This is an optimization exercise on Yosys and OpenROAD, whose aim is small area, not a production implementation.
In this exercise RTL edits were held to simulation tests only and were not proved equivalent to the original.
Power figures rest on the tool's default switching activity, not on a simulated workload.

==> flow/design.v <==
module PE(
    input wire [7:0] a,
    input wire [7:0] b,
    input wire en,
    input wire clk,
    input wire rst,
    output reg [15:0] result
);
reg cy;
wire pp0_0 = a[0] & b[0] & en;
wire pp0_1 = a[0] & b[1] & en;
wire pp0_2 = a[0] & b[2] & en;
wire pp0_3 = a[0] & b[3] & en;
wire pp0_4 = a[0] & b[4] & en;
wire pp0_5 = a[0] & b[5] & en;
wire pp0_6 = a[0] & b[6] & en;
wire pp0_7 = a[0] & b[7] & en;
wire pp1_0 = a[1] & b[0] & en;
wire pp1_1 = a[1] & b[1] & en;
wire pp1_2 = a[1] & b[2] & en;
wire pp1_3 = a[1] & b[3] & en;
wire pp1_4 = a[1] & b[4] & en;
wire pp1_5 = a[1] & b[5] & en;
wire pp1_6 = a[1] & b[6] & en;
wire pp1_7 = a[1] & b[7] & en;
wire pp2_0 = a[2] & b[0] & en;
wire pp2_1 = a[2] & b[1] & en;
wire pp2_2 = a[2] & b[2] & en;
wire pp2_3 = a[2] & b[3] & en;
wire pp2_4 = a[2] & b[4] & en;
wire pp2_5 = a[2] & b[5] & en;
wire pp2_6 = a[2] & b[6] & en;
wire pp2_7 = a[2] & b[7] & en;
wire pp3_0 = a[3] & b[0] & en;
wire pp3_1 = a[3] & b[1] & en;
wire pp3_2 = a[3] & b[2] & en;
wire pp3_3 = a[3] & b[3] & en;
wire pp3_4 = a[3] & b[4] & en;
wire pp3_5 = a[3] & b[5] & en;
wire pp3_6 = a[3] & b[6] & en;
wire pp3_7 = a[3] & b[7] & en;
wire pp4_0 = a[4] & b[0] & en;
wire pp4_1 = a[4] & b[1] & en;
wire pp4_2 = a[4] & b[2] & en;
wire pp4_3 = a[4] & b[3] & en;
wire pp4_4 = a[4] & b[4] & en;
wire pp4_5 = a[4] & b[5] & en;
wire pp4_6 = a[4] & b[6] & en;
wire pp4_7 = a[4] & b[7] & en;
wire pp5_0 = a[5] & b[0] & en;
wire pp5_1 = a[5] & b[1] & en;
wire pp5_2 = a[5] & b[2] & en;
wire pp5_3 = a[5] & b[3] & en;
wire pp5_4 = a[5] & b[4] & en;
wire pp5_5 = a[5] & b[5] & en;
wire pp5_6 = a[5] & b[6] & en;
wire pp5_7 = a[5] & b[7] & en;
wire pp6_0 = a[6] & b[0] & en;
wire pp6_1 = a[6] & b[1] & en;
wire pp6_2 = a[6] & b[2] & en;
wire pp6_3 = a[6] & b[3] & en;
wire pp6_4 = a[6] & b[4] & en;
wire pp6_5 = a[6] & b[5] & en;
wire pp6_6 = a[6] & b[6] & en;
wire pp6_7 = a[6] & b[7] & en;
wire pp7_0 = a[7] & b[0] & en;
wire pp7_1 = a[7] & b[1] & en;
wire pp7_2 = a[7] & b[2] & en;
wire pp7_3 = a[7] & b[3] & en;
wire pp7_4 = a[7] & b[4] & en;
wire pp7_5 = a[7] & b[5] & en;
wire pp7_6 = a[7] & b[6] & en;
wire pp7_7 = a[7] & b[7] & en;
wire s5_0h = result[5] ^ pp0_5;
wire c5_0h = result[5] & pp0_5;
wire s6_0 = result[6] ^ pp0_6 ^ pp1_5;
wire c6_0 = (result[6] & pp0_6) | (pp1_5 & (result[6] ^ pp0_6));
wire s6_1h = pp2_4 ^ pp3_3;
wire c6_1h = pp2_4 & pp3_3;
wire s7_1 = result[7] ^ pp0_7 ^ pp1_6;
wire c7_1 = (result[7] & pp0_7) | (pp1_6 & (result[7] ^ pp0_7));
wire s7_2 = pp2_5 ^ pp3_4 ^ pp4_3;
wire c7_2 = (pp2_5 & pp3_4) | (pp4_3 & (pp2_5 ^ pp3_4));
wire s7_2h = pp5_2 ^ pp6_1;
wire c7_2h = pp5_2 & pp6_1;
wire s8_3 = result[8] ^ pp1_7 ^ pp2_6;
wire c8_3 = (result[8] & pp1_7) | (pp2_6 & (result[8] ^ pp1_7));
wire s8_4 = pp3_5 ^ pp4_4 ^ pp5_3;
wire c8_4 = (pp3_5 & pp4_4) | (pp5_3 & (pp3_5 ^ pp4_4));
wire s8_3h = pp6_2 ^ pp7_1;
wire c8_3h = pp6_2 & pp7_1;
wire s9_5 = result[9] ^ pp2_7 ^ pp3_6;
wire c9_5 = (result[9] & pp2_7) | (pp3_6 & (result[9] ^ pp2_7));
wire s9_6 = pp4_5 ^ pp5_4 ^ pp6_3;
wire c9_6 = (pp4_5 & pp5_4) | (pp6_3 & (pp4_5 ^ pp5_4));
wire s10_7 = result[10] ^ pp3_7 ^ pp4_6;
wire c10_7 = (result[10] & pp3_7) | (pp4_6 & (result[10] ^ pp3_7));
wire s3_4h = result[3] ^ pp0_3;
wire c3_4h = result[3] & pp0_3;
wire s4_8 = result[4] ^ pp0_4 ^ pp1_3;
wire c4_8 = (result[4] & pp0_4) | (pp1_3 & (result[4] ^ pp0_4));
wire s4_5h = pp2_2 ^ pp3_1;
wire c4_5h = pp2_2 & pp3_1;
wire s5_9 = pp1_4 ^ pp2_3 ^ pp3_2;
wire c5_9 = (pp1_4 & pp2_3) | (pp3_2 & (pp1_4 ^ pp2_3));
wire s5_10 = pp4_1 ^ pp5_0 ^ s5_0h;
wire c5_10 = (pp4_1 & pp5_0) | (s5_0h & (pp4_1 ^ pp5_0));
wire s6_11 = pp4_2 ^ pp5_1 ^ pp6_0;
wire c6_11 = (pp4_2 & pp5_1) | (pp6_0 & (pp4_2 ^ pp5_1));
wire s6_12 = c5_0h ^ s6_1h ^ s6_0;
wire c6_12 = (c5_0h & s6_1h) | (s6_0 & (c5_0h ^ s6_1h));
wire s7_13 = pp7_0 ^ c6_1h ^ s7_2h;
wire c7_13 = (pp7_0 & c6_1h) | (s7_2h & (pp7_0 ^ c6_1h));
wire s7_14 = c6_0 ^ s7_1 ^ s7_2;
wire c7_14 = (c6_0 & s7_1) | (s7_2 & (c6_0 ^ s7_1));
wire s8_15 = c7_2h ^ s8_3h ^ c7_1;
wire c8_15 = (c7_2h & s8_3h) | (c7_1 & (c7_2h ^ s8_3h));
wire s8_16 = c7_2 ^ s8_3 ^ s8_4;
wire c8_16 = (c7_2 & s8_3) | (s8_4 & (c7_2 ^ s8_3));
wire s9_17 = pp7_2 ^ c8_3h ^ c8_3;
wire c9_17 = (pp7_2 & c8_3h) | (c8_3 & (pp7_2 ^ c8_3h));
wire s9_18 = c8_4 ^ s9_5 ^ s9_6;
wire c9_18 = (c8_4 & s9_5) | (s9_6 & (c8_4 ^ s9_5));
wire s10_19 = pp5_5 ^ pp6_4 ^ pp7_3;
wire c10_19 = (pp5_5 & pp6_4) | (pp7_3 & (pp5_5 ^ pp6_4));
wire s10_20 = c9_5 ^ c9_6 ^ s10_7;
wire c10_20 = (c9_5 & c9_6) | (s10_7 & (c9_5 ^ c9_6));
wire s11_21 = result[11] ^ pp4_7 ^ pp5_6;
wire c11_21 = (result[11] & pp4_7) | (pp5_6 & (result[11] ^ pp4_7));
wire s11_22 = pp6_5 ^ pp7_4 ^ c10_7;
wire c11_22 = (pp6_5 & pp7_4) | (c10_7 & (pp6_5 ^ pp7_4));
wire s12_23 = result[12] ^ pp5_7 ^ pp6_6;
wire c12_23 = (result[12] & pp5_7) | (pp6_6 & (result[12] ^ pp5_7));
wire s2_6h = result[2] ^ pp0_2;
wire c2_6h = result[2] & pp0_2;
wire s3_24 = pp1_2 ^ pp2_1 ^ pp3_0;
wire c3_24 = (pp1_2 & pp2_1) | (pp3_0 & (pp1_2 ^ pp2_1));
wire s4_25 = pp4_0 ^ c3_4h ^ s4_5h;
wire c4_25 = (pp4_0 & c3_4h) | (s4_5h & (pp4_0 ^ c3_4h));
wire s5_26 = c4_5h ^ c4_8 ^ s5_9;
wire c5_26 = (c4_5h & c4_8) | (s5_9 & (c4_5h ^ c4_8));
wire s6_27 = c5_9 ^ s6_11 ^ c5_10;
wire c6_27 = (c5_9 & s6_11) | (c5_10 & (c5_9 ^ s6_11));
wire s7_28 = c6_11 ^ s7_13 ^ c6_12;
wire c7_28 = (c6_11 & s7_13) | (c6_12 & (c6_11 ^ s7_13));
wire s8_29 = c7_13 ^ c7_14 ^ s8_15;
wire c8_29 = (c7_13 & c7_14) | (s8_15 & (c7_13 ^ c7_14));
wire s9_30 = c8_15 ^ c8_16 ^ s9_17;
wire c9_30 = (c8_15 & c8_16) | (s9_17 & (c8_15 ^ c8_16));
wire s10_31 = s10_19 ^ c9_17 ^ c9_18;
wire c10_31 = (s10_19 & c9_17) | (c9_18 & (s10_19 ^ c9_17));
wire s11_32 = c10_19 ^ s11_21 ^ c10_20;
wire c11_32 = (c10_19 & s11_21) | (c10_20 & (c10_19 ^ s11_21));
wire s12_33 = pp7_5 ^ c11_21 ^ s12_23;
wire c12_33 = (pp7_5 & c11_21) | (s12_23 & (pp7_5 ^ c11_21));
wire s13_34 = result[13] ^ pp6_7 ^ pp7_6;
wire c13_34 = (result[13] & pp6_7) | (pp7_6 & (result[13] ^ pp6_7));
wire s1_7h = result[1] ^ pp0_1;
wire c1_7h = result[1] & pp0_1;
wire s2_35 = pp1_1 ^ pp2_0 ^ s2_6h;
wire c2_35 = (pp1_1 & pp2_0) | (s2_6h & (pp1_1 ^ pp2_0));
wire s3_36 = c2_6h ^ s3_4h ^ s3_24;
wire c3_36 = (c2_6h & s3_4h) | (s3_24 & (c2_6h ^ s3_4h));
wire s4_37 = c3_24 ^ s4_8 ^ s4_25;
wire c4_37 = (c3_24 & s4_8) | (s4_25 & (c3_24 ^ s4_8));
wire s5_38 = c4_25 ^ s5_10 ^ s5_26;
wire c5_38 = (c4_25 & s5_10) | (s5_26 & (c4_25 ^ s5_10));
wire s6_39 = c5_26 ^ s6_12 ^ s6_27;
wire c6_39 = (c5_26 & s6_12) | (s6_27 & (c5_26 ^ s6_12));
wire s7_40 = s7_14 ^ c6_27 ^ s7_28;
wire c7_40 = (s7_14 & c6_27) | (s7_28 & (s7_14 ^ c6_27));
wire s8_41 = s8_16 ^ c7_28 ^ s8_29;
wire c8_41 = (s8_16 & c7_28) | (s8_29 & (s8_16 ^ c7_28));
wire s9_42 = s9_18 ^ c8_29 ^ s9_30;
wire c9_42 = (s9_18 & c8_29) | (s9_30 & (s9_18 ^ c8_29));
wire s10_43 = s10_20 ^ c9_30 ^ s10_31;
wire c10_43 = (s10_20 & c9_30) | (s10_31 & (s10_20 ^ c9_30));
wire s11_44 = s11_22 ^ c10_31 ^ s11_32;
wire c11_44 = (s11_22 & c10_31) | (s11_32 & (s11_22 ^ c10_31));
wire s12_45 = c11_22 ^ s12_33 ^ c11_32;
wire c12_45 = (c11_22 & s12_33) | (c11_32 & (c11_22 ^ s12_33));
wire s13_46 = c12_23 ^ s13_34 ^ c12_33;
wire c13_46 = (c12_23 & s13_34) | (c12_33 & (c12_23 ^ s13_34));
wire s14_47 = result[14] ^ pp7_7 ^ c13_34;
wire c14_47 = (result[14] & pp7_7) | (c13_34 & (result[14] ^ pp7_7));
wire r0 = result[0] ^ pp0_0;
wire rc0 = result[0] & pp0_0;
wire r1 = pp1_0 ^ rc0 ^ s1_7h;
wire rc1 = (pp1_0 & rc0) | (s1_7h & (pp1_0 ^ rc0));
wire r2 = c1_7h ^ rc1 ^ s2_35;
wire rc2 = (c1_7h & rc1) | (s2_35 & (c1_7h ^ rc1));
wire r3 = c2_35 ^ s3_36 ^ rc2;
wire rc3 = (c2_35 & s3_36) | (rc2 & (c2_35 ^ s3_36));
wire r4 = c3_36 ^ s4_37 ^ rc3;
wire rc4 = (c3_36 & s4_37) | (rc3 & (c3_36 ^ s4_37));
wire r5 = c4_37 ^ s5_38 ^ rc4;
wire rc5 = (c4_37 & s5_38) | (rc4 & (c4_37 ^ s5_38));
wire r6 = c5_38 ^ s6_39 ^ rc5;
wire rc6 = (c5_38 & s6_39) | (rc5 & (c5_38 ^ s6_39));
wire r7 = c6_39 ^ s7_40 ^ rc6;
wire rc7 = (c6_39 & s7_40) | (rc6 & (c6_39 ^ s7_40));
wire r8 = c7_40 ^ s8_41 ^ rc7;
wire rc8 = (c7_40 & s8_41) | (rc7 & (c7_40 ^ s8_41));
wire r9 = c8_41 ^ s9_42 ^ rc8;
wire rc9 = (c8_41 & s9_42) | (rc8 & (c8_41 ^ s9_42));
wire cy_next = rc9;
wire r10 = cy ^ c9_42 ^ s10_43;
wire rc10 = (cy & c9_42) | (s10_43 & (cy ^ c9_42));
wire r11 = c10_43 ^ s11_44 ^ rc10;
wire rc11 = (c10_43 & s11_44) | (rc10 & (c10_43 ^ s11_44));
wire r12 = c11_44 ^ s12_45 ^ rc11;
wire rc12 = (c11_44 & s12_45) | (rc11 & (c11_44 ^ s12_45));
wire r13 = s13_46 ^ c12_45 ^ rc12;
wire rc13 = (s13_46 & c12_45) | (rc12 & (s13_46 ^ c12_45));
wire r14 = s14_47 ^ c13_46 ^ rc13;
wire rc14 = (s14_47 & c13_46) | (rc13 & (s14_47 ^ c13_46));
wire r15 = result[15] ^ c14_47 ^ rc14;
always @(posedge clk or posedge rst) begin
    if (rst) begin
        result <= 16'd0;
        cy <= 1'b0;
    end else begin
        result <= {r15, r14, r13, r12, r11, r10, r9, r8, r7, r6, r5, r4, r3, r2, r1, r0};
        cy <= cy_next;
    end
end
endmodule
module systolic_array(
    input wire[7:0] inp_west0,
    input wire[7:0] inp_west4,
    input wire[7:0] inp_west8,
    input wire[7:0] inp_west12,
    input wire[7:0] inp_north0,
    input wire[7:0] inp_north1,
    input wire[7:0] inp_north2,
    input wire[7:0] inp_north3,
    output wire [15:0] out00,
    output wire [15:0] out01,
    output wire [15:0] out02,
    output wire [15:0] out03,
    output wire [15:0] out04,
    output wire [15:0] out05,
    output wire [15:0] out06,
    output wire [15:0] out07,
    output wire [15:0] out08,
    output wire [15:0] out09,
    output wire [15:0] out10,
    output wire [15:0] out11,
    output wire [15:0] out12,
    output wire [15:0] out13,
    output wire [15:0] out14,
    output wire [15:0] out15,
    input wire clk,
    input wire rst,
    output reg done);
reg [3:0] cycle_counter;
always @(posedge clk or posedge rst) begin
    if (rst) begin
        cycle_counter <= 4'd0;
        done <= 1'b0;
    end else if (cycle_counter != 4'd11) begin
        cycle_counter <= cycle_counter + 4'd1;
    end else begin
        done <= 1'b1;
    end
end
wire [3:0] count_next = (cycle_counter != 4'd11) ? cycle_counter + 4'd1 : cycle_counter;
reg [7:0] win;
always @(posedge clk or posedge rst) begin
    if (rst)
        win <= 8'b00000011;
    else begin
        win[0] <= (count_next >= 4'd0) & (count_next <= 4'd7);   
        win[1] <= (count_next >= 4'd0) & (count_next <= 4'd10);   
        win[2] <= (count_next >= 4'd1) & (count_next <= 4'd8);   
        win[3] <= (count_next >= 4'd1) & (count_next <= 4'd9);   
        win[4] <= (count_next >= 4'd1) & (count_next <= 4'd10);   
        win[5] <= (count_next >= 4'd2) & (count_next <= 4'd9);   
        win[6] <= (count_next >= 4'd2) & (count_next <= 4'd10);   
        win[7] <= (count_next >= 4'd3) & (count_next <= 4'd10);   
    end
end
wire [7:0] W0 = inp_west0, W1 = inp_west4, W2 = inp_west8, W3 = inp_west12;
wire [7:0] N0 = inp_north0, N1 = inp_north1, N2 = inp_north2, N3 = inp_north3;
reg [7:0] wd0_1;
reg [7:0] wd0_2;
reg [7:0] wd0_3;
reg [7:0] wd1_1;
reg [7:0] wd1_2;
reg [7:0] wd2_1;
reg [7:0] nd0_1;
reg [7:0] nd0_2;
reg [7:0] nd0_3;
reg [7:0] nd1_1;
reg [7:0] nd1_2;
reg [7:0] nd2_1;
always @(posedge clk) begin
    wd0_1 <= W0;
    wd0_2 <= wd0_1;
    wd0_3 <= wd0_2;
    wd1_1 <= W1;
    wd1_2 <= wd1_1;
    wd2_1 <= W2;
    nd0_1 <= N0;
    nd0_2 <= nd0_1;
    nd0_3 <= nd0_2;
    nd1_1 <= N1;
    nd1_2 <= nd1_1;
    nd2_1 <= N2;
end
wire [15:0] c00;
PE pe00 (.a(W0), .b(N0), .en(win[1]), .clk(clk), .rst(rst), .result(c00));   
wire [15:0] c01;
PE pe01 (.a(wd0_1), .b(N1), .en(win[4]), .clk(clk), .rst(rst), .result(c01));   
wire [15:0] c02;
PE pe02 (.a(wd0_2), .b(N2), .en(win[6]), .clk(clk), .rst(rst), .result(c02));   
wire [15:0] c03;
PE pe03 (.a(wd0_3), .b(N3), .en(win[7]), .clk(clk), .rst(rst), .result(c03));   
wire [15:0] c10;
PE pe10 (.a(W1), .b(nd0_1), .en(win[4]), .clk(clk), .rst(rst), .result(c10));   
wire [15:0] c11;
PE pe11 (.a(wd1_1), .b(nd1_1), .en(win[4]), .clk(clk), .rst(rst), .result(c11));   
wire [15:0] c12;
PE pe12 (.a(wd1_2), .b(nd2_1), .en(win[6]), .clk(clk), .rst(rst), .result(c12));   
wire [15:0] c13;
PE pe13 (.a(wd1_2), .b(N3), .en(win[5]), .clk(clk), .rst(rst), .result(c13));   
wire [15:0] c20;
PE pe20 (.a(W2), .b(nd0_2), .en(win[6]), .clk(clk), .rst(rst), .result(c20));   
wire [15:0] c21;
PE pe21 (.a(wd2_1), .b(nd1_2), .en(win[6]), .clk(clk), .rst(rst), .result(c21));   
wire [15:0] c22;
PE pe22 (.a(wd2_1), .b(nd2_1), .en(win[3]), .clk(clk), .rst(rst), .result(c22));   
wire [15:0] c23;
PE pe23 (.a(wd2_1), .b(N3), .en(win[2]), .clk(clk), .rst(rst), .result(c23));   
wire [15:0] c30;
PE pe30 (.a(W3), .b(nd0_3), .en(win[7]), .clk(clk), .rst(rst), .result(c30));   
wire [15:0] c31;
PE pe31 (.a(W3), .b(nd1_2), .en(win[5]), .clk(clk), .rst(rst), .result(c31));   
wire [15:0] c32;
PE pe32 (.a(W3), .b(nd2_1), .en(win[2]), .clk(clk), .rst(rst), .result(c32));   
wire [15:0] c33;
PE pe33 (.a(W3), .b(N3), .en(win[0]), .clk(clk), .rst(rst), .result(c33));   
assign out03 = c00;
assign out02 = c01;
assign out01 = c02;
assign out00 = c03;
assign out07 = c10;
assign out06 = c11;
assign out05 = c12;
assign out04 = c13;
assign out11 = c20;
assign out10 = c21;
assign out09 = c22;
assign out08 = c23;
assign out15 = c30;
assign out14 = c31;
assign out13 = c32;
assign out12 = c33;
endmodule
==> flow/config.mk <==
export PLATFORM = sky130hd
export DESIGN_NAME = systolic_array
export DESIGN_NICKNAME = systolic_array
export VERILOG_FILES = /design/flow/design.v
export SDC_FILE = /design/flow/constraint.sdc
export NUM_CORES = 4
export LEC_CHECK = 0
export CAP_MARGIN = 20
export CORE_MARGIN = 2
export CORE_UTILIZATION = 65
export GPL_TIMING_DRIVEN = 0
export SLEW_MARGIN = 20
==> flow/constraint.sdc <==
create_clock -name core_clock -period 6.0 [get_ports {clk}]
set_input_delay 1.2000 -clock core_clock [delete_from_list [all_inputs] [get_ports {clk}]]
set_output_delay 1.2000 -clock core_clock [all_outputs]
set_load 0.01 [all_outputs]
==> flow/standard.sh <==
#!/bin/bash
# synth_recipe.tcl (not shown) runs the flow's synth.tcl, then flattens the netlist and writes it again
# the make line also repeats each setting of config.mk as NAME=value (left out here)
make -C /OpenROAD-flow-scripts/flow DESIGN_CONFIG=/design/flow/config.mk WORK_HOME=/design/flow/orfs CLKGATE_MAP_FILE= SYNTH_SCRIPT=/design/flow/synth_recipe.tcl "${@:-finish}"
==> flow/flow/run.sh <==
#!/bin/bash
# The standard layout (standard.sh) with these changes:
#  - SYNTH_ARGS=-noabc: Yosys's quick ABC pass inside `synth` is skipped, so the explicit
#    full-adder trees in the RTL reach extract_fa unchanged and map to fa/ha cells without
#    inverters between them (the final ABC mapping still runs as usual);
#  - port buffers are buf_1 instead of the 10 um2 delay buffers buffer_ports picks by default
#    (every input and output port still gets its own buffer);
#  - clock tree: no dummy loads, clkbuf_8/16 only, larger sink clusters.
set -euo pipefail
export SYNTH_ARGS=-noabc
export BUFFER_PORTS_ARGS="-inputs -outputs -buffer_cell sky130_fd_sc_hd__buf_1"
export CTS_ARGS="-sink_clustering_enable -repair_clock_nets -dont_use_dummy_load -sink_clustering_size 20 -sink_clustering_max_diameter 60 -buf_list {sky130_fd_sc_hd__clkbuf_8 sky130_fd_sc_hd__clkbuf_16}"
bash standard.sh > standard.log 2>&1
==> summary.txt, run 1 <==
Run status
  – Status: no timing/DRC/antenna violations

CTS
  – CTS Buf Count: 43
  – Clk latency of the worst-skew pair: 0.62 ns
  – TritonCTS clock tree: yes
  – Root buffer selected by CTS: clkbuf_16
  – Clock transition at the registers of the reported paths: 0.08 ns
  – CTS H-Tree Depth: 2
  – # clock sinks: 381
  – Hold Buf Count CTS: 0
  – Max clock buf depth: 3

Cells and area
  – Filler cells: 4,103
  – Most frequent cells in the layout: and3_1, fa_1, buf_1
  – Footprint of the multi-input gates: 28,700 µm²
  – Most common cell after layout, fill and taps aside: and3_1
  – Reg area: 9060 µm²
  – Nets: 4,390
  – Post-route cell area: 42,300 µm²
  – Area Overhead vs Synth: 10.2%
  – Post-layout util: 0.721
  – Layout cell share with drive strength beyond 1: 0.0807

Detailed routing
  – Detailed router's first-iteration violation count: 2,334
  – Wirelength, routed: 106,000 µm
  – WL per Instance: 26.9 µm
  – Vias per cell: 6.46
  – Drt first pass iters: 6
  – Residual DRC count: 0
  – Via count: 25.6k
  – Antenna Nets Post-Route: 0

Power and ir drop
  – LEAKAGE: 24.3 nW
  – Power Dens Cells: 261 nW/µm²
  – Peak VDD IR: 0.000248 V

Setup path
  – R2r endpoint: pe32.result[15]$_DFF_PP0_
  – Crit path capture type: register
  – Startpoint Class: primary input
  – Worst EP required: 6.49 ns
  – Reg2Reg Setup Slack: 0.14 ns
  – FF-to-FF Start: nd2_1[4]$_DFF_P_
  – Worst r2r path cells: 13
  – Worst Path Max Fanout: 10
  – Worst Path Arrival: 6.39 ns
  – Setup CP Type: primary input to register

Global route
  – First-pass GRT wire length: 169,000 µm
  – GRT Resource Usage Total: 0.371
  – Vias in the first global route: 29.2k
  – Pin count of the biggest net entering global routing: 34
  – Overflow after GRT: 0
  – Initial antenna violation count: 5

Die
  – DIE HEIGHT: 247 µm
  – Row cnt: 89
  – I/O Pins: 323
  – Die W: 247 µm
  – Core area: 58,700 µm²
  – Initial core utilization: 0.654
  – Die area: 61,100 µm²

Yosys
  – Post-Syn Area per Cell: 13.7 µm²
  – Yosys warnings: 2
  – Mapped Cells: 2,810
  – Yosys reg bits: 381
  – EDFF count, synth: 0
  – Yosys cell types: 25
  – Async set-reset flop share out of synthesis: 0.748
  – Sequential share of the synthesized area: 0.236
  – Post-synth top flop: dfrtp_1
  – Mapped Area: 38,400 µm²

Placement
  – Pre-CTS WS: -1.00 ns
  – Cell Area, Placed: 40,800 µm²
  – Port bufs: 322
  – DP HPWL: 84,000 µm
  – GP Congestion: 0.940

Worst hold path
  – Worst min path class: register to register
  – WHS Path Cells: 0
  – Hold Path Sink: wd1_2[3]$_DFF_P_
  – Hold Path Origin: wd1_1[3]$_DFF_P_

Timing
  – Slew headroom: 0.555
  – Setup TNS: 0 ns
  – Max-slew violation count: 0
  – Final hold vios: 0
  – Max Clk Rate: 169 MHz
  – Final Setup Violations: 0
  – Worst Clk Skew: 0.0732 ns
  – Actual slew at the worst max-slew pin: 0.668 ns
  – Final worst slack: 0.0997 ns
  – Final worst-path cycle share: 0.983
  – Worst Hold Slack: 0.469 ns
  – Min cycle time layout: 5.90 ns
  – RSZ-0062 raised after global routing: true

Flow run
  – Max Cap Viol: 0
-- where the power goes --
| group | switching (mW) | internal, mW | total, mW |
|---|---|---|---|
| clock network | 1.04 | 1.25 | 2.29 |
| registers | 1.02 | 3.48 | 4.49 |
| logic | 2.56 | 1.73 | 4.29 |
-- layout make-up --
cell class / count / share of cell area
plain buffers: 205 / 0.0262
repair buffers: 333 / 0.0338
flip-flops and latches: 381 / 0.214
inverters: 3 / 0.000355
clock buffers: 43 / 0.0254
diodes: 2 / 0.000118
well taps: 773 / 0.0228
multi-input cells: 2219 / 0.677
-- registers in the layout, summed over array words and instances, names as in the netlist, 16 cells and up --
signal,flops
pe01.result,16
pe31.result,16
pe23.result,16
pe12.result,16
pe22.result,16
pe13.result,16
pe11.result,16
pe20.result,16
pe00.result,16
pe21.result,16
pe32.result,16
pe33.result,16
pe30.result,16
pe10.result,16
pe03.result,16
pe02.result,16
-- per-stage QoR --
step / total power [mW] / cells
after floorplan: 6.82 / 2810
after global placement: 8.53 / 3905
after detailed placement: 8.76 / 3914
after CTS: 11.1 / 3955
after global routing: 11.9 / 3959
final: 11.1 / 3959
-- worst max path at each step --
stage | endpoint | from | slack (ns) | cells after the start
3_3_place_gp | pe20.result[10]$_DFF_PP0_ | rst | -1.05 | 2
4_1_cts | pe21.result[15]$_DFF_PP0_ | win[6]$_DFF_PP0_ | 0.001 | 14
2_1_floorplan | pe23.result[15]$_DFF_PP0_ | inp_north3[3] | 0.001 | 13
6_report | pe13.result[15]$_DFF_PP0_ | inp_north3[3] | 0.1 | 14
5_1_grt | pe32.result[15]$_DFF_PP0_ | win[2]$_DFF_PP0_ | -0.03 | 14
3_5_place_dp | pe33.result[15]$_DFF_PP0_ | inp_west12[5] | -1.00 | 14
-- synth_stat cells (2+ instances only) --
cell	n	area share
fa_1	992	0.52
nand2_1	3	0.00029
dfxtp_1	96	0.050
and3_1	1024	0.17
nor2_1	2	0.00020
clkbuf_1	207	0.020
dfstp_2	2	0.0014
inv_1	3	0.00029
ha_1	146	0.048
dfrtp_1	283	0.18
a21oi_1	3	0.00039
xnor2_1	36	0.0082
-- worst max-delay path, stage by stage --
cell	delay (ns)
clkbuf_4	0.18
buf_4	0.20
and3_1	0.19
fa_1	0.52
fa_1	0.46
fa_1	0.50
fa_1	0.48
fa_2	0.39
fa_1	0.47
fa_1	0.49
fa_1	0.47
fa_1	0.46
xnor2_1	0.23
xnor2_1	0.15
-- cell families (layout without fill, tap and decap cells) --
| family | Yosys count | after routing | synth area share |
|---|---|---|---|
| fa+ha+maj | 1138 | 1138 | 0.565 |
| compound gates | 6 | 6 | 0.00104 |
| flops | 381 | 381 | 0.236 |
| buf+inv | 210 | 584 | 0.0205 |
| mux | 2 | 2 | 0.000684 |
| other cells | 0 | 2 | 0 |
| simple gates | 1036 | 1036 | 0.169 |
| xor+xnor | 37 | 37 | 0.00863 |
-- layer usage --
metal,vias up,track usage,share of wire
met3,251,0.101,0.10
met5,-,0,0.00023
met2,1470,0.569,0.48
met1,13600,0.513,0.38
li1,10200,-,-
met4,4,0.141,0.042
-- repair_timing --
item / 4_1_cts / 5_1_grt
endpoints found under the hold margin: 0 / 0
endpoints found under the setup margin: 51 / 47
cloned: 0 / 1
pin swaps: 0 / 5
gates resized for setup: 76 / 305
setup buffers: 0 / 1
==> run 2: changes to the inputs <==
--- a/flow/config.mk
+++ b/flow/config.mk
@@ -7,2 +7,3 @@
 export LEC_CHECK = 0
+export ABC_AREA = 1
 export CAP_MARGIN = 20
@@ -11,2 +12,3 @@
 export GPL_TIMING_DRIVEN = 0
+export SETUP_SLACK_MARGIN = 0.15
 export SLEW_MARGIN = 20
==> summary.txt, run 2 <==
Timing
  – Min cycle time layout: 5.74 ns (-0.160 ns)
  – Worst Clk Skew: 0.0557 ns (-0.0175 ns)
  – Actual slew at the worst max-slew pin: 0.622 ns (-0.0461 ns)
  – Final Setup Violations: 0 (unchanged)
  – Max-slew violation count: 0 (unchanged)
  – Final worst-path cycle share: 0.957 (-0.0266)
  – Setup TNS: 0 ns (unchanged)
  – Worst Hold Slack: 0.334 ns (-0.136 ns)
  – Final hold vios: 0 (unchanged)
  – RSZ-0062 raised after global routing: true
  – Slew headroom: 0.585 (+0.0307)
  – Max Clk Rate: 174 MHz (+2.8%)

Detailed routing
  – Drt first pass iters: 8 (+2)
  – Via count: 23.4k (-8.3%)
  – WL per Instance: 22.8 µm (-15%)
  – Residual DRC count: 0 (unchanged)
  – Detailed router's first-iteration violation count: 1,719 (-26%)
  – Wirelength, routed: 92,300 µm (-13%)
  – Vias per cell: 5.79 (-10%)
  – Antenna Nets Post-Route: 0 (unchanged)

Setup path
  – CP cell instances: buf_1 > clkinvlp_4 > nor2_1 > ha_1 > fa_1 > fa_2 > fa_1 > fa_1 > fa_1 > fa_1 > fa_1 > fa_2 > fa_1
  – Startpoint Class: primary input
  – Setup CP Type: primary input to register
  – Crit path capture type: register
  – FF-to-FF Start: win[6]$_DFF_PP0_
  – Reg2Reg Setup Slack: 0.29 ns (+0.15 ns)
  – R2r endpoint: pe21.result[9]$_DFF_PP0_
  – Worst Path Arrival: 6.20 ns (-0.19 ns)
  – Worst r2r path cells: 13 (unchanged)
  – Worst EP required: 6.46 ns (-0.03 ns)
  – Worst setup path endpoint: pe00.result[9]$_DFF_PP0_
  – Crit. Startpoint: inp_west0[0]
  – Worst Path Max Fanout: 5 (-5)
  – Crit-path max cell delay: 0.53 ns (about the same)
  – Critical Path Most Common Cell: fa_1
  – Slowest-stage cell, CP: fa_1

Yosys
  – Largest cells by area after synthesis: fa_1, dfrtp_1, nor2_1, dfxtp_1, ha_1
  – Synth Area in Compound Gates: 0.000138 (-0.000904)
  – Yosys warnings: 2 (unchanged)
  – Mapped Cells: 2,915 (+3.7%)
  – Post-synth top cells: nor2_1, fa_1, dfrtp_1
  – EDFF count, synth: 0 (unchanged)
  – Most common cell in the netlist: nor2_1
  – Async set-reset flop share out of synthesis: 0.748 (unchanged)
  – Mapped Area: 36,300 µm² (-5.5%)
  – Simple-Gate Fraction of Synth Area: 0.127 (-0.0413)
  – Top cell type's share of synthesized area: 0.547 (+0.0304)
  – Post-synth top flop: dfrtp_1
  – Yosys reg bits: 381 (unchanged)
  – Sequential share of the synthesized area: 0.250 (+0.0138)
  – Cell taking the most area after synthesis: fa_1
  – Post-synthesis adder-cell area fraction: 0.598 (+0.0331)
  – Post-Syn Area per Cell: 12.4 µm² (-8.9%)
  – Synth Area in XOR/XNOR: 0.00773 (-0.000907)
  – Largest family of logic cells by synthesized area: adder cells
  – Yosys cell types: 23 (-8.0%)
  – Portion of netlist area occupied by mux cells: 0 (-0.000684)

Placement
  – Port bufs: 322 (unchanged)
  – DP HPWL: 75,300 µm (-10%)
  – Placed Cells: 3,995 (+2.1%)
  – GP Congestion: 0.941 (+0.16%)

Die
  – Row cnt: 86 (-3.4%)
  – Initial core utilization: 0.658 (+0.00402)
  – Core area: 55,100 µm² (-6.1%)
  – I/O Pins: 323 (unchanged)
  – DIE HEIGHT: 240 µm (-2.8%)
  – Die area: 57,700 µm² (-5.5%)
  – Die W: 240 µm (-2.8%)

Cells and area
  – Layout cell share with drive strength beyond 1: 0.0927 (+0.0120)
  – Nets: 4,508 (+2.7%)
  – Post-Layout Cell Count: 4,050 (+2.3%)
  – Most common cell after layout, fill and taps aside: nor2_1
  – Area Overhead vs Synth: 11.4%
  – Reg area: 9060 µm² (unchanged)
  – Filler cells: 3,939 (-4.0%)
  – Footprint of the multi-input gates: 27,000 µm² (-6.0%)
  – Most frequent cells in the layout: nor2_1, fa_1, buf_1
  – Antenna diodes: 0 (-2)

CTS
  – TritonCTS clock tree: yes
  – Root buffer selected by CTS: clkbuf_16
  – Hold Buf Count CTS: 0 (unchanged)
  – Clk latency of the worst-skew pair: 0.60 ns (-0.02 ns)
  – CTS H-Tree Depth: 2 (unchanged)
  – Clock transition at the registers of the reported paths: 0.08 ns (about the same)
  – # clock sinks: 381 (unchanged)
  – Max clock buf depth: 3 (unchanged)
  – CTS Buf Count: 44 (+2.3%)

Worst hold path
  – Worst min path class: register to register
  – Hold Path Origin: nd0_1[0]$_DFF_P_

Global route
  – Pin count of the biggest net entering global routing: 33 (-2.9%)
  – First-pass GRT wire length: 149,000 µm (-12%)
  – Overflow after GRT: 0 (unchanged)
  – Initial antenna violation count: 0 (-5)
  – GRT Resource Usage Total: 0.347 (-0.0240)
  – Vias in the first global route: 27.1k (-7.1%)

Power and ir drop
  – Overall power: 11.0 mW (-0.23%)
  – LEAKAGE: 20.7 nW (-15%)
  – Peak VDD IR: 0.000247 V (-0.45%)
  – Power Dens Cells: 273 nW/µm² (+4.5%)

Run status
  – Status: no timing/DRC/antenna violations

Flow run
  – Max Cap Viol: 0 (unchanged)
run 2: power breakdown:
group | leakage [nW] | switching [mW] | internal [mW]
Sequential | 4.17 | 0.969 | 3.48
Combinational | 16.0 | 2.54 | 1.76
Clock | 0.542 | 1.02 | 1.28
Total | 20.7 | 4.53 | 6.51
run 2: cell type report:
type,count,area share
inverters,102,0.0102
flip-flops and latches,381,0.224
plain buffers,61,0.00997
repair buffers,344,0.0381
well taps,748,0.0232
clock buffers,44,0.0272
multi-input cells,2370,0.667
run 2: logic make-up (layout without fill, tap and decap cells):
family,Yosys count,after routing
AOI/OAI and AO/OA,1,1
xor gates and xnor gates,32,32
adders and majority gates,1138,1138
buffers and inverters,164,551
DFF,381,381
and+or+nand+nor,1199,1199
run 2: stage by stage:
stage                     setup WS [ns]  area [µm²]  utilization
final                             0.259       40400        0.733
after global routing             0.0996       40400        0.733
after CTS                         0.107       40000        0.726
after detailed placement         -0.993       38800        0.705
after global placement            -1.02       38600        0.701
after floorplan                  -0.185       36500            -
run 2: worst min path at each step:
stage                             to  slack, ns  cells past startpoint
floorplan           nd0_3[4]$_DFF_P_       0.33                      0
global placement    wd1_2[2]$_DFF_P_       0.34                      0
detailed placement  wd0_3[6]$_DFF_P_       0.34                      0
CTS                 nd0_2[0]$_DFF_P_       0.32                      0
global route        nd0_2[0]$_DFF_P_       0.34                      0
finish              nd0_2[0]$_DFF_P_       0.33                      0
run 2: timing repair:
item                       in CTS  in global routing
hold endpoints to repair        0                  0
gates resized for setup        33                160
cloned                          0                  0
setup endpoints to repair      39                 57
buffers inserted                2                 10
run 2: critical path, delay by kind of cell:
| family | cells | cell delay, ns |
|---|---|---|
| adder cells (fa/ha/maj) | 10 | 4.45 |
| buffers and inverters | 2 | 0.41 |
| AND/OR/NAND/NOR | 1 | 0.13 |
run 2: routing by layer:
metal / up-vias / track usage / wire [µm]
met5: - / 0 / 0
met4: 0 / 0.166 / 4910
met3: 233 / 0.0757 / 7480
met2: 1077 / 0.537 / 44900
met1: 12600 / 0.476 / 35100
li1: 9563 / - / -
==> run 3: changes to the inputs <==
--- a/flow/flow/run.sh
+++ b/flow/flow/run.sh
@@ -11,3 +11,3 @@
 export BUFFER_PORTS_ARGS="-inputs -outputs -buffer_cell sky130_fd_sc_hd__buf_1"
-export CTS_ARGS="-sink_clustering_enable -repair_clock_nets -dont_use_dummy_load -sink_clustering_size 20 -sink_clustering_max_diameter 60 -buf_list {sky130_fd_sc_hd__clkbuf_8 sky130_fd_sc_hd__clkbuf_16}"
+export CTS_ARGS="-sink_clustering_enable -repair_clock_nets -dont_use_dummy_load -sink_clustering_size 30 -sink_clustering_max_diameter 80 -buf_list {sky130_fd_sc_hd__clkbuf_16}"
 bash standard.sh > standard.log 2>&1
--- a/flow/config.mk
+++ b/flow/config.mk
@@ -7,3 +7,2 @@
 export LEC_CHECK = 0
-export ABC_AREA = 1
 export CAP_MARGIN = 20
@@ -12,3 +11,2 @@
 export GPL_TIMING_DRIVEN = 0
-export SETUP_SLACK_MARGIN = 0.15
 export SLEW_MARGIN = 20
==> summary.txt, run 3 <==
Run status
  – Status: no timing/DRC/antenna violations

Flow run
  – Max Cap Viol: 0 (unchanged)

Timing
  – Actual slew at the worst max-slew pin: 0.622 ns (+0.000340 ns)
  – Final Setup Violations: 0 (unchanged)
  – Final worst-path cycle share: 0.985 (+0.0281)
  – Min cycle time layout: 5.91 ns (+0.169 ns)
  – Worst Hold Slack: 0.430 ns (+0.0959 ns)
  – Worst Clk Skew: 0.0490 ns (-0.00673 ns)
  – RSZ-0062 raised after global routing: true
  – Slew headroom: 0.585 (about the same)
  – Max-slew violation count: 0 (unchanged)
  – Max Clk Rate: 169 MHz (-2.9%)
  – Final hold vios: 0 (unchanged)

Yosys
  – Yosys reg bits: 381 (unchanged)
  – EDFF count, synth: 0 (unchanged)
  – Post-Syn Area per Cell: 13.7 µm² (+9.8%)
  – Simple-Gate Fraction of Synth Area: 0.169 (+0.0413)
  – Mapped Area: 38,400 µm² (+5.9%)
  – Mapped Cells: 2,810 (-3.6%)
  – Async set-reset flop share out of synthesis: 0.748 (unchanged)
  – Most common cell in the netlist: and3_1
  – Synth Area in XOR/XNOR: 0.00863 (+0.000907)
  – Cell taking the most area after synthesis: fa_1
  – Portion of netlist area occupied by mux cells: 0.000684 (+0.000684)
  – Largest family of logic cells by synthesized area: adder cells
  – Sequential share of the synthesized area: 0.236 (-0.0138)
  – Largest cells by area after synthesis: fa_1, dfrtp_1, and3_1, dfxtp_1, ha_1
  – Yosys warnings: 2 (unchanged)
  – Top cell type's share of synthesized area: 0.517 (-0.0304)
  – Post-synth top cells: and3_1, fa_1, dfrtp_1
  – Post-synth top flop: dfrtp_1
  – Yosys cell types: 25 (+8.7%)
  – Post-synthesis adder-cell area fraction: 0.565 (-0.0331)
  – Synth Area in Compound Gates: 0.00104 (+0.000904)

CTS
  – # clock sinks: 381 (unchanged)
  – Clock transition at the registers of the reported paths: 0.10 ns (+0.02 ns)
  – Clk latency of the worst-skew pair: 0.57 ns (-0.03 ns)
  – Root buffer selected by CTS: clkbuf_16
  – CTS Buf Count: 35 (-20%)
  – TritonCTS clock tree: yes
  – Max clock buf depth: 3 (unchanged)
  – Post-CTS Setup Inserts: 0 (-2)
  – CTS H-Tree Depth: 2 (unchanged)

Setup path
  – Worst EP required: 6.50 ns (+0.04 ns)
  – Worst Path Arrival: 6.41 ns (+0.21 ns)
  – Delay-heaviest family, CP: adder cells
  – Slowest-stage cell, CP: fa_1
  – Critical Path Most Common Cell: fa_1
  – Worst Path Max Fanout: 10 (+5)
  – Crit-path max cell delay: 0.56 ns (+0.03 ns)
  – CP cell instances: buf_2 > clkbuf_4 > and3_1 > fa_1 > fa_1 > fa_1 > fa_1 > fa_2 > fa_1 > fa_1 > fa_1 > fa_1 > xnor2_2 > xnor2_1
  – Bufs and invs on worst path: 2 (unchanged)
  – Setup CP Type: primary input to register
  – Crit path capture type: register
  – Startpoint Class: primary input

Detailed routing
  – Antenna Nets Post-Route: 0 (unchanged)
  – Via count: 25.6k (+9.0%)
  – WL per Instance: 26.8 µm (+18%)
  – Detailed router's first-iteration violation count: 2,349 (+37%)
  – Drt first pass iters: 6 (-2)
  – Wirelength, routed: 106,000 µm (+15%)
  – Vias per cell: 6.47 (+12%)
  – Residual DRC count: 0 (unchanged)

Die
  – Die area: 61,100 µm² (+5.8%)
  – I/O Pins: 323 (unchanged)
  – Row cnt: 89 (+3.5%)
  – DIE HEIGHT: 247 µm (+2.8%)
  – Core area: 58,700 µm² (+6.5%)
  – Initial core utilization: 0.654 (-0.00402)
  – Die W: 247 µm (+2.8%)

Cells and area
  – Filler cells: 4,107 (+4.3%)
  – Post-Layout Cell Count: 3,951 (-2.4%)
  – Post-route cell area: 42,100 µm² (+4.2%)
  – Nets: 4,381 (-2.8%)
  – Most common cell after layout, fill and taps aside: and3_1
  – Post-layout util: 0.717 (-0.0163)
  – Area Overhead vs Synth: 9.57%
  – Most frequent cells in the layout: and3_1, fa_1, buf_1
  – Footprint of the multi-input gates: 28,600 µm² (+6.3%)
  – Layout cell share with drive strength beyond 1: 0.0750 (-0.0177)
  – Reg area: 9060 µm² (unchanged)

Placement
  – Placed Cells: 3,914 (-2.0%)
  – DP HPWL: 84,000 µm (+12%)
  – Port bufs: 322 (unchanged)
  – Cell Area, Placed: 40,800 µm² (+5.2%)
  – GP Congestion: 0.940 (-0.16%)

Power and ir drop
  – Peak VDD IR: 0.000272 V (+10%)
  – Overall power: 10.8 mW (-2.4%)
  – Power Dens Cells: 256 nW/µm² (-6.3%)
  – LEAKAGE: 24.1 nW (+17%)

Worst hold path
  – Worst min path class: register to register

Global route
  – Vias in the first global route: 29.2k (+7.6%)
  – First-pass GRT wire length: 169,000 µm (+13%)
  – Overflow after GRT: 0 (unchanged)
  – GRT Resource Usage Total: 0.369 (+0.0228)
  – Pin count of the biggest net entering global routing: 34 (+3.0%)
  – Initial antenna violation count: 8 (+8)
-- run 3: cell types whose count changed in the layout (fill, tap and decap cells not counted), moves of 9 or more --
cell | before | now
and3_1 | 0 | 1024
buf_2 | 4 | 18
nand2_4 | 16 | 0
clkbuf_16 | 44 | 35
nor2_2 | 19 | 0
clkbuf_1 | 5 | 69
clkbuf_4 | 11 | 21
inv_2 | 9 | 0
nand2_1 | 61 | 3
clkbuf_2 | 32 | 96
buf_1 | 311 | 299
nor2_1 | 1008 | 2
nand2_2 | 86 | 0
inv_1 | 85 | 2
-- run 3: worst reg2reg max path, cell delays in order (launching register included) --
cell,delay [ns]
dfrtp_2,0.47
clkbuf_8,0.24
buf_2,0.28
and3_1,0.20
ha_1,0.25
fa_1,0.51
fa_1,0.44
fa_1,0.47
fa_1,0.48
fa_1,0.47
fa_1,0.48
fa_1,0.49
fa_1,0.47
fa_1,0.48
-- run 3: repair_timing --
action | CTS | global route
hold buffers | 0 | 0
resized for setup | 78 | 280
setup endpoints to repair | 50 | 46
gates cloned | 0 | 1
pin swaps | 0 | 2
-- run 3: kinds of logic after synthesis --
kind of cell	count (synthesis)
compound gates	6
xor+xnor	37
fa+ha+maj	1138
buf+inv	210
flops	381
mux	2
simple gates	1036
-- run 3: worst paths after layout --
| path | start | endpoint | slack (ns) | cells past startpoint |
|---|---|---|---|---|
| max | inp_north3[6] | pe33.result[15]$_DFF_PP0_ | 0.09 | 14 |
| max in group asynchronous | rst | pe31.result[7]$_DFF_PP0_ | 4.11 | 6 |
| min | nd0_1[4]$_DFF_P_ | nd0_2[4]$_DFF_P_ | 0.43 | 0 |
| max reg2reg | win[6]$_DFF_PP0_ | pe02.result[9]$_DFF_PP0_ | 0.11 | 13 |
| min in group asynchronous | rst | pe02.result[9]$_DFF_PP0_ | 0.65 | 2 |
| min reg2reg | nd0_1[4]$_DFF_P_ | nd0_2[4]$_DFF_P_ | 0.43 | 0 |
-- run 3: routing by layer --
layer / track usage / up-vias / share of wire
met1: 0.511 / 13700 / 0.38
met2: 0.569 / 1407 / 0.48
met4: 0.133 / 8 / 0.040
met5: 0 / - / 0.00051
li1: - / 10200 / -
met3: 0.103 / 244 / 0.10
-- run 3: final cells by class --
cell class,instances,share of cell area
Timing Repair Buffer,332,0.0339
Multi-Input combinational cell,2219,0.681
Clock buffer,35,0.0208
Buffer,205,0.0259
Antenna cell,3,0.000178
Inverter,3,0.000357
Tap cell,773,0.0230
Sequential cell,381,0.215
-- run 3: power by group --
| group | internal [mW] | total [mW] | switching (mW) |
|---|---|---|---|
| clock network | 1.03 | 2.01 | 0.984 |
| logic | 1.73 | 4.27 | 2.54 |
| registers | 3.47 | 4.49 | 1.02 |
-- run 3: metrics by stage --
| stage | setup TNS, ns | setup slack (ns) |
|---|---|---|
| 2_1_floorplan | 0 | 0.00146 |
| 3_3_place_gp | -312.04 | -1.05 |
| 3_5_place_dp | -33.29 | -1.00 |
| 4_1_cts | 0 | 0.00317 |
| 5_1_grt | -0.136 | -0.0402 |
| 6_report | 0 | 0.0908 |
==> run 4: changes to the inputs <==
--- a/flow/flow/run.sh
+++ b/flow/flow/run.sh
@@ -7,3 +7,3 @@
 #    (every input and output port still gets its own buffer);
-#  - clock tree: no dummy loads, clkbuf_8/16 only, larger sink clusters.
+#  - clock tree: no dummy loads, clkbuf_16 only, sink clusters of up to 30 within 80 um.
 set -euo pipefail
--- a/flow/config.mk
+++ b/flow/config.mk
@@ -7,2 +7,3 @@
 export LEC_CHECK = 0
+export ABC_AREA = 1
 export CAP_MARGIN = 20
@@ -11,2 +12,3 @@
 export GPL_TIMING_DRIVEN = 0
+export SETUP_SLACK_MARGIN = 0.15
 export SLEW_MARGIN = 20
==> summary.txt, run 4 <==
Die
  – Initial core utilization: 0.658 (+0.00402)
  – I/O Pins: 323 (unchanged)
  – Die area: 57,700 µm² (-5.5%)
  – DIE HEIGHT: 240 µm (-2.8%)
  – Die W: 240 µm (-2.8%)
  – Core area: 55,100 µm² (-6.1%)
  – Row cnt: 86 (-3.4%)

Timing
  – Min cycle time layout: 5.78 ns (-0.132 ns)
  – Final worst slack: 0.223 ns (+0.132 ns)
  – Final hold vios: 0 (unchanged)
  – Actual slew at the worst max-slew pin: 0.604 ns (-0.0186 ns)
  – Slew headroom: 0.598 (+0.0124)
  – Max Clk Rate: 173 MHz (+2.3%)
  – Worst Clk Skew: 0.0562 ns (+0.00724 ns)
  – Final worst-path cycle share: 0.963 (-0.0221)
  – Max-slew violation count: 0 (unchanged)
  – Final Setup Violations: 0 (unchanged)
  – RSZ-0062 raised after global routing: true

Global route
  – GRT Resource Usage Total: 0.344 (-0.0250)
  – First-pass GRT wire length: 148,000 µm (-12%)
  – Pin count of the biggest net entering global routing: 33 (-2.9%)
  – Overflow after GRT: 0 (unchanged)
  – Vias in the first global route: 27.0k (-7.6%)
  – Initial antenna violation count: 0 (-8)

Setup path
  – CP cell instances: buf_1 > inv_2 > nor2_1 > fa_1 > fa_1 > fa_1 > fa_1 > fa_1 > fa_1 > fa_1 > fa_1 > fa_1 > xnor2_1
  – Crit path capture type: register
  – Worst Path Max Fanout: 8 (-2)
  – Critical Path Most Common Cell: fa_1
  – Setup CP Type: primary input to register
  – Worst EP required: 6.49 ns (about the same)
  – Worst Path Arrival: 6.27 ns (-0.14 ns)
  – Startpoint Class: primary input
  – Crit-path max cell delay: 0.53 ns (-0.03 ns)
  – Slowest-stage cell, CP: fa_1

Yosys
  – Cell taking the most area after synthesis: fa_1
  – Post-synth top cells: nor2_1, fa_1, dfrtp_1
  – Top cell type's share of synthesized area: 0.547 (+0.0304)
  – Mapped Cells: 2,915 (+3.7%)
  – Async set-reset flop share out of synthesis: 0.748 (unchanged)
  – Yosys warnings: 2 (unchanged)
  – Post-synth top flop: dfrtp_1
  – Sequential share of the synthesized area: 0.250 (+0.0138)
  – EDFF count, synth: 0 (unchanged)
  – Yosys reg bits: 381 (unchanged)
  – Post-Syn Area per Cell: 12.4 µm² (-8.9%)
  – Mapped Area: 36,300 µm² (-5.5%)
  – Largest cells by area after synthesis: fa_1, dfrtp_1, nor2_1, dfxtp_1, ha_1
  – Most common cell in the netlist: nor2_1
  – Yosys cell types: 23 (-8.0%)

Worst hold path
  – Worst min path class: register to register

CTS
  – Clk latency of the worst-skew pair: 0.57 ns (about the same)
  – Clock transition at the registers of the reported paths: 0.10 ns (about the same)
  – CTS H-Tree Depth: 2 (unchanged)
  – TritonCTS clock tree: yes
  – CTS Buf Count: 34 (-2.9%)
  – Hold Buf Count CTS: 0 (unchanged)
  – Root buffer selected by CTS: clkbuf_16
  – Max clock buf depth: 3 (unchanged)
  – # clock sinks: 381 (unchanged)

Detailed routing
  – Residual DRC count: 0 (unchanged)
  – WL per Instance: 22.7 µm (-15%)
  – Wirelength, routed: 91,700 µm (-13%)
  – Via count: 23.3k (-8.8%)
  – Vias per cell: 5.76 (-11%)
  – Antenna Nets Post-Route: 0 (unchanged)
  – Detailed router's first-iteration violation count: 1,747 (-26%)
  – Drt first pass iters: 7 (+1)

Placement
  – Placed Cells: 3,995 (+2.1%)
  – GP Congestion: 0.941 (+0.16%)
  – Cell Area, Placed: 38,800 µm² (-4.9%)
  – DP HPWL: 75,300 µm (-10%)
  – Port bufs: 322 (unchanged)
  – Pre-CTS WS: -0.993 ns (+0.0116 ns)

Cells and area
  – Reg area: 9060 µm² (about the same)
  – Most frequent cells in the layout: nor2_1, fa_1, buf_1
  – Post-Layout Cell Count: 4,040 (+2.3%)
  – Layout cell share with drive strength beyond 1: 0.0930 (+0.0180)
  – Nets: 4,498 (+2.7%)
  – Post-layout util: 0.730 (+0.0130)
  – Area Overhead vs Synth: 10.9%
  – Post-route cell area: 40,200 µm² (-4.4%)
  – Most common cell after layout, fill and taps aside: nor2_1
  – Filler cells: 3,968 (-3.4%)
  – Footprint of the multi-input gates: 27,000 µm² (-5.7%)
  – Antenna diodes: 0 (-3)

Power and ir drop
  – LEAKAGE: 20.7 nW (-14%)
  – Peak VDD IR: 0.000214 V (-21%)
  – Power Dens Cells: 266 nW/µm² (+3.7%)

Run status
  – Status: no timing/DRC/antenna violations

Flow run
  – Max Cap Viol: 0 (unchanged)
==> run 4: metal layers <==
metal | up-vias | track usage | routed length (µm)
met5 | - | 0 | 0
met4 | 0 | 0.168 | 5170
met3 | 243 | 0.0746 | 7390
met2 | 1073 | 0.531 | 44300
met1 | 12400 | 0.475 | 34900
li1 | 9536 | - | -
==> run 4: power breakdown <==
group,total [mW],switching (mW),internal (mW),leakage (nW)
sequential,4.44,0.969,3.47,4.17
clock,1.95,0.948,1.00,0.419
combinational,4.29,2.54,1.75,16.1
==> run 4: area by class of cell <==
class                   instances  share of cell area
well taps                     748              0.0233
multi-input cells            2370               0.671
inverters                     102              0.0103
repair buffers                344              0.0386
clock buffers                  34              0.0212
flip-flops and latches        381               0.225
plain buffers                  61              0.0100
==> run 4: stage by stage <==
stage / TNS, ns / power [mW] / hold slack, ns
final: 0 / 10.7 / 0.315
after global routing: 0 / 11.6 / 0.307
after CTS: 0 / 10.8 / 0.303
after detailed placement: -29.16 / 8.75 / 0.338
after global placement: -305.40 / 8.54 / 0.339
after floorplan: -1.24 / 6.87 / 0.331
==> run 4: final timing paths <==
kind	from	end	slack, ns	cells after the start
max in group asynchronous	rst	pe03.result[9]$_DFF_PP0_	4.25	6
worst min-delay path	nd0_1[6]$_DFF_P_	nd0_2[6]$_DFF_P_	0.31	0
min in group asynchronous	rst	pe13.result[5]$_DFF_PP0_	0.57	2
worst max-delay path	inp_west8[5]	pe20.result[15]$_DFF_PP0_	0.22	13
worst min register to register	nd0_1[6]$_DFF_P_	nd0_2[6]$_DFF_P_	0.31	0
worst max register to register	win[6]$_DFF_PP0_	pe12.result[9]$_DFF_PP0_	0.31	13
==> run 4: cells by family (layout without fill, tap and decap cells) <==
group / after synthesis / after routing / synth area share
and+or+nand+nor: 1199 / 1199 / 0.127
adders and majority gates: 1138 / 1138 / 0.598
DFF: 381 / 381 / 0.250
buffers and inverters: 164 / 541 / 0.0174
xor gates and xnor gates: 32 / 32 / 0.00773
AOI/OAI and AO/OA: 1 / 1 / 0.000138
==> run 4: timing repair <==
| action | CTS | global route |
|---|---|---|
| buffers inserted | 5 | 7 |
| resized for setup | 40 | 172 |
| setup endpoints to repair | 43 | 55 |
==> run 4: critical path: cells and delay by family <==
kind,cells,cell delay [ns]
xor gates and xnor gates,1,0.20
adders and majority gates,9,4.30
buffers and inverters,2,0.39
and+or+nand+nor,1,0.17
==> run 5: changes to the inputs <==
--- a/flow/flow/run.sh
+++ b/flow/flow/run.sh
@@ -7,2 +7,4 @@
 #    (every input and output port still gets its own buffer);
+#  - REMOVE_ABC_BUFFERS=1: the floorplan step removes the buffers ABC inserted instead of
+#    resizing for timing that early (repair_design and repair_timing run later as usual);
 #  - clock tree: no dummy loads, clkbuf_16 only, sink clusters of up to 30 within 80 um.
@@ -10,2 +12,3 @@
 export SYNTH_ARGS=-noabc
+export REMOVE_ABC_BUFFERS=1
 export BUFFER_PORTS_ARGS="-inputs -outputs -buffer_cell sky130_fd_sc_hd__buf_1"
==> summary.txt, run 5 <==
Run status
  – Status: no timing/DRC/antenna violations

Die
  – Die W: 240 µm (unchanged)
  – Die area: 57,700 µm² (unchanged)
  – I/O Pins: 323 (unchanged)
  – Initial core utilization: 0.658 (unchanged)
  – DIE HEIGHT: 240 µm (unchanged)
  – Core area: 55,100 µm² (unchanged)
  – Row cnt: 86 (unchanged)

Power and ir drop
  – Sw frac: 0.420 (+0.00292)
  – Net Sw Power: 4.42 mW (-0.97%)
  – Overall power: 10.5 mW (-1.7%)
  – Logic pwr share: 0.405 (+0.003)
  – Power Dens Cells: 265 nW/µm² (-0.37%)
  – Power share of the clock group: 0.176 (-0.006)
  – Sequential Power Share: 0.419 (+0.003)
  – Peak VDD IR: 0.000251 V (+17%)
  – Total internal power: 6.09 mW (-2.2%)
  – LEAKAGE: 20.3 nW (-1.8%)

Placement
  – Placed Cells: 3,926 (-1.7%)
  – GP Congestion: 0.923 (-2.0%)
  – DP HPWL: 71,700 µm (-4.7%)
  – Port bufs: 322 (unchanged)

Setup path
  – CP cell instances: buf_2 > nand2_2 > nor2_1 > fa_1 > fa_1 > fa_1 > fa_1 > fa_1 > fa_1 > fa_1 > fa_1 > fa_1 > xnor2_1
  – Slowest-stage cell, CP: fa_1
  – Crit path capture type: register
  – Worst Path Max Fanout: 8 (unchanged)
  – Worst EP required: 6.52 ns (+0.03 ns)
  – Worst Path Arrival: 6.31 ns (+0.04 ns)
  – Delay-heaviest family, CP: adder cells
  – Setup CP Type: primary input to register
  – Startpoint Class: primary input
  – Bufs and invs on worst path: 1 (-1)
  – Critical Path Most Common Cell: fa_1
  – Reg2Reg Setup Slack: 0.28 ns (-0.03 ns)
  – Crit-path max cell delay: 0.53 ns (about the same)

Detailed routing
  – Wirelength, routed: 91,600 µm (-0.11%)
  – Antenna Nets Post-Route: 0 (unchanged)
  – Detailed router's first-iteration violation count: 1,563 (-11%)
  – Residual DRC count: 0 (unchanged)
  – Vias per cell: 5.78 (+0.20%)
  – Via count: 23.1k (-1.0%)
  – Drt first pass iters: 5 (-2)
  – WL per Instance: 23.0 µm (+1.1%)

Cells and area
  – Post-layout util: 0.721 (-0.00947)
  – Nets: 4,446 (-1.2%)
  – Most common cell after layout, fill and taps aside: nor2_1
  – Layout cell share with drive strength beyond 1: 0.0673 (-0.0257)
  – Area Overhead vs Synth: 9.44%
  – Most frequent cells in the layout: nor2_1, fa_1, buf_1
  – Post-Layout Cell Count: 3,991 (-1.2%)

Timing
  – Worst Hold Slack: 0.338 ns (+0.0231 ns)
  – Final Setup Violations: 0 (unchanged)
  – RSZ-0062 raised after global routing: true
  – Max-slew violation count: 0 (unchanged)
  – Final hold vios: 0 (unchanged)
  – Setup TNS: 0 ns (unchanged)
  – Min cycle time layout: 5.80 ns (+0.0190 ns)
  – Worst Clk Skew: 0.0738 ns (+0.0176 ns)
  – Actual slew at the worst max-slew pin: 0.933 ns (+0.330 ns)
  – Max Clk Rate: 173 MHz (-0.33%)
  – Slew headroom: 0.377 (-0.220)
  – Final worst-path cycle share: 0.966 (+0.00317)

Yosys
  – Synth Area in Compound Gates: 0.000138 (unchanged)
  – Cell taking the most area after synthesis: fa_1
  – Post-synthesis adder-cell area fraction: 0.598 (unchanged)
  – Largest cells by area after synthesis: fa_1, dfrtp_1, nor2_1, dfxtp_1, ha_1
  – EDFF count, synth: 0 (unchanged)
  – Yosys reg bits: 381 (unchanged)
  – Simple-Gate Fraction of Synth Area: 0.127 (unchanged)
  – Post-Syn Area per Cell: 12.4 µm² (unchanged)
  – Yosys cell types: 23 (unchanged)
  – Post-synth top flop: dfrtp_1
  – Async set-reset flop share out of synthesis: 0.748 (unchanged)
  – Most common cell in the netlist: nor2_1
  – Yosys warnings: 2 (unchanged)
  – Portion of netlist area occupied by mux cells: 0 (unchanged)
  – Sequential share of the synthesized area: 0.250 (unchanged)
  – Mapped Area: 36,300 µm² (unchanged)
  – Top cell type's share of synthesized area: 0.547 (unchanged)
  – Largest family of logic cells by synthesized area: adder cells
  – Synth Area in XOR/XNOR: 0.00773 (unchanged)
  – Post-synth top cells: nor2_1, fa_1, dfrtp_1
  – Mapped Cells: 2,915 (unchanged)

Flow run
  – Max Cap Viol: 0 (unchanged)

CTS
  – CTS Buf Count: 31 (-8.8%)
  – TritonCTS clock tree: yes
  – Root buffer selected by CTS: clkbuf_16
  – Max clock buf depth: 3 (unchanged)
  – Clock transition at the registers of the reported paths: 0.11 ns (about the same)
  – Clk latency of the worst-skew pair: 0.65 ns (+0.08 ns)
  – CTS H-Tree Depth: 1 (-1)
  – # clock sinks: 381 (unchanged)

Global route
  – First-pass GRT wire length: 148,000 µm (-0.38%)
  – Pin count of the biggest net entering global routing: 96 (+190%)
  – Overflow after GRT: 0 (unchanged)
  – Vias in the first global route: 26.5k (-1.6%)
  – GRT met2 Usage: 0.538 (+0.00709)
  – GRT Resource Usage Total: 0.342 (-0.00257)
  – Met1 GRT Util: 0.483 (+0.00781)
  – Initial antenna violation count: 5 (+5)
  – Met3 Use GR: 0.0638 (-0.0108)
  – GRT busiest layer: met2

Worst hold path
  – Worst min path class: register to register
==> run 5: cell counts after synthesis <==
Identical to the previous run, type by type.
==> run 5: worst paths after layout <==
check,from,end,cells past startpoint
setup / recovery,inp_north3[7],pe33.result[15]$_DFF_PP0_,13
hold / removal,wd0_1[6]$_DFF_P_,wd0_2[6]$_DFF_P_,0
max in group asynchronous,rst,win[6]$_DFF_PP0_,4
hold reg to reg,wd0_1[6]$_DFF_P_,wd0_2[6]$_DFF_P_,0
min in group asynchronous,rst,pe20.cy$_DFF_PP0_,2
setup reg to reg,nd2_1[3]$_DFF_P_,pe32.result[15]$_DFF_PP0_,12
==> run 5: logic make-up after synthesis <==
kind of cell               count (synthesis)
DFF                                      381
xor gates and xnor gates                  32
buffers and inverters                    164
adders and majority gates               1138
and+or+nand+nor                         1199
AOI/OAI and AO/OA                          1
==> run 5: final cells by class <==
class                   instances  area (µm²)
repair inverters                3        17.5
inverters                     102         472
well taps                     748         936
fillers                      4011       15400
multi-input cells            2370       26800
repair buffers                353        1590
clock buffers                  31         776
diodes                          3        7.51
flip-flops and latches        381        9070
==> run 5: power by group through the flow <==
stage	registers (mW)	clock network, mW	logic, mW
after floorplan	4.61	0	2.24
after global placement	4.42	0	4.06
after detailed placement	4.44	0	4.24
after CTS	4.41	1.89	4.30
after global routing	4.54	1.98	4.86
final	4.40	1.85	4.26
==> run 5: layer usage <==
metal	wire length (µm)	vias to the layer above
li1	-	9440
met1	35400	12400
met2	44600	1046
met3	7350	188
met4	4360	0
met5	0	-
==> run 5: worst register-to-register path, stage by stage (launching register included) <==
cell     delay, ns
dfxtp_1       0.57
nand2_1       0.33
nor2_1        0.25
fa_1          0.45
fa_1          0.45
fa_1          0.51
fa_1          0.52
fa_1          0.46
fa_1          0.46
fa_1          0.48
fa_1          0.47
fa_1          0.47
xnor2_1       0.15
==> run 5: what timing repair did <==
action | 4_1_cts | 5_1_grt
gates cloned | 1 | 2
setup buffers | 7 | 21
endpoints found under the setup margin | 59 | 52
pin swaps | 0 | 0
resized for setup | 28 | 116
hold buffers | 0 | 0
==> run 5: stage by stage <==
stage / instance area [µm²] / setup slack, ns
after floorplan: 36000 / -3.06
after global placement: 38200 / -6.90
after detailed placement: 38300 / -1.04
after CTS: 39200 / 0.151
after global routing: 39700 / 0.0796
final: 39700 / 0.204

## re-timing with driven ports
The flow's constraints put no driver on any port. The routed layouts listed below were extracted and timed again, unchanged, in two steps. Step 1 sets driving cells, clkbuf_16 on the clock port and buf_2 on the other inputs (assumed; they add their load-dependent delay and slew). Step 2 moves the port delays by t, midway between the first and last clock arrival at a register: inputs arrive t later, outputs are due t later. That takes back most of the time a late clock gives input paths. a / b / c = ideal / step 1 / step 2; a / b = the first two.
| run | t (ns) | setup slack, ns | worst hold slack (ns) | worst setup path at the end |
|---|---|---|---|---|
| run 1 | 0.641 | 0.100 / 0.124 / -0.517 | 0.469 / 0.469 / 0.469 | input to register |
| run 2 | 0.631 | 0.259 / 0.292 / -0.333 | 0.334 / 0.334 / 0.334 | input to register |
| run 3 | 0.619 | 0.091 / 0.068 / -0.551 | 0.430 / 0.430 / 0.430 | input to register |
| run 4 | 0.603 | 0.223 / 0.254 / -0.349 | 0.315 / 0.315 / 0.315 | input to register |
| run 5 | 0.675 | 0.204 / 0.239 / -0.437 | 0.338 / 0.338 / 0.338 | input to register |
With both steps, setup timing fails in every run listed, where it was met with ideal ports. The setup slack of run 3, which loses most, moves by -0.023 ns with the drivers and by -0.642 ns with both steps.
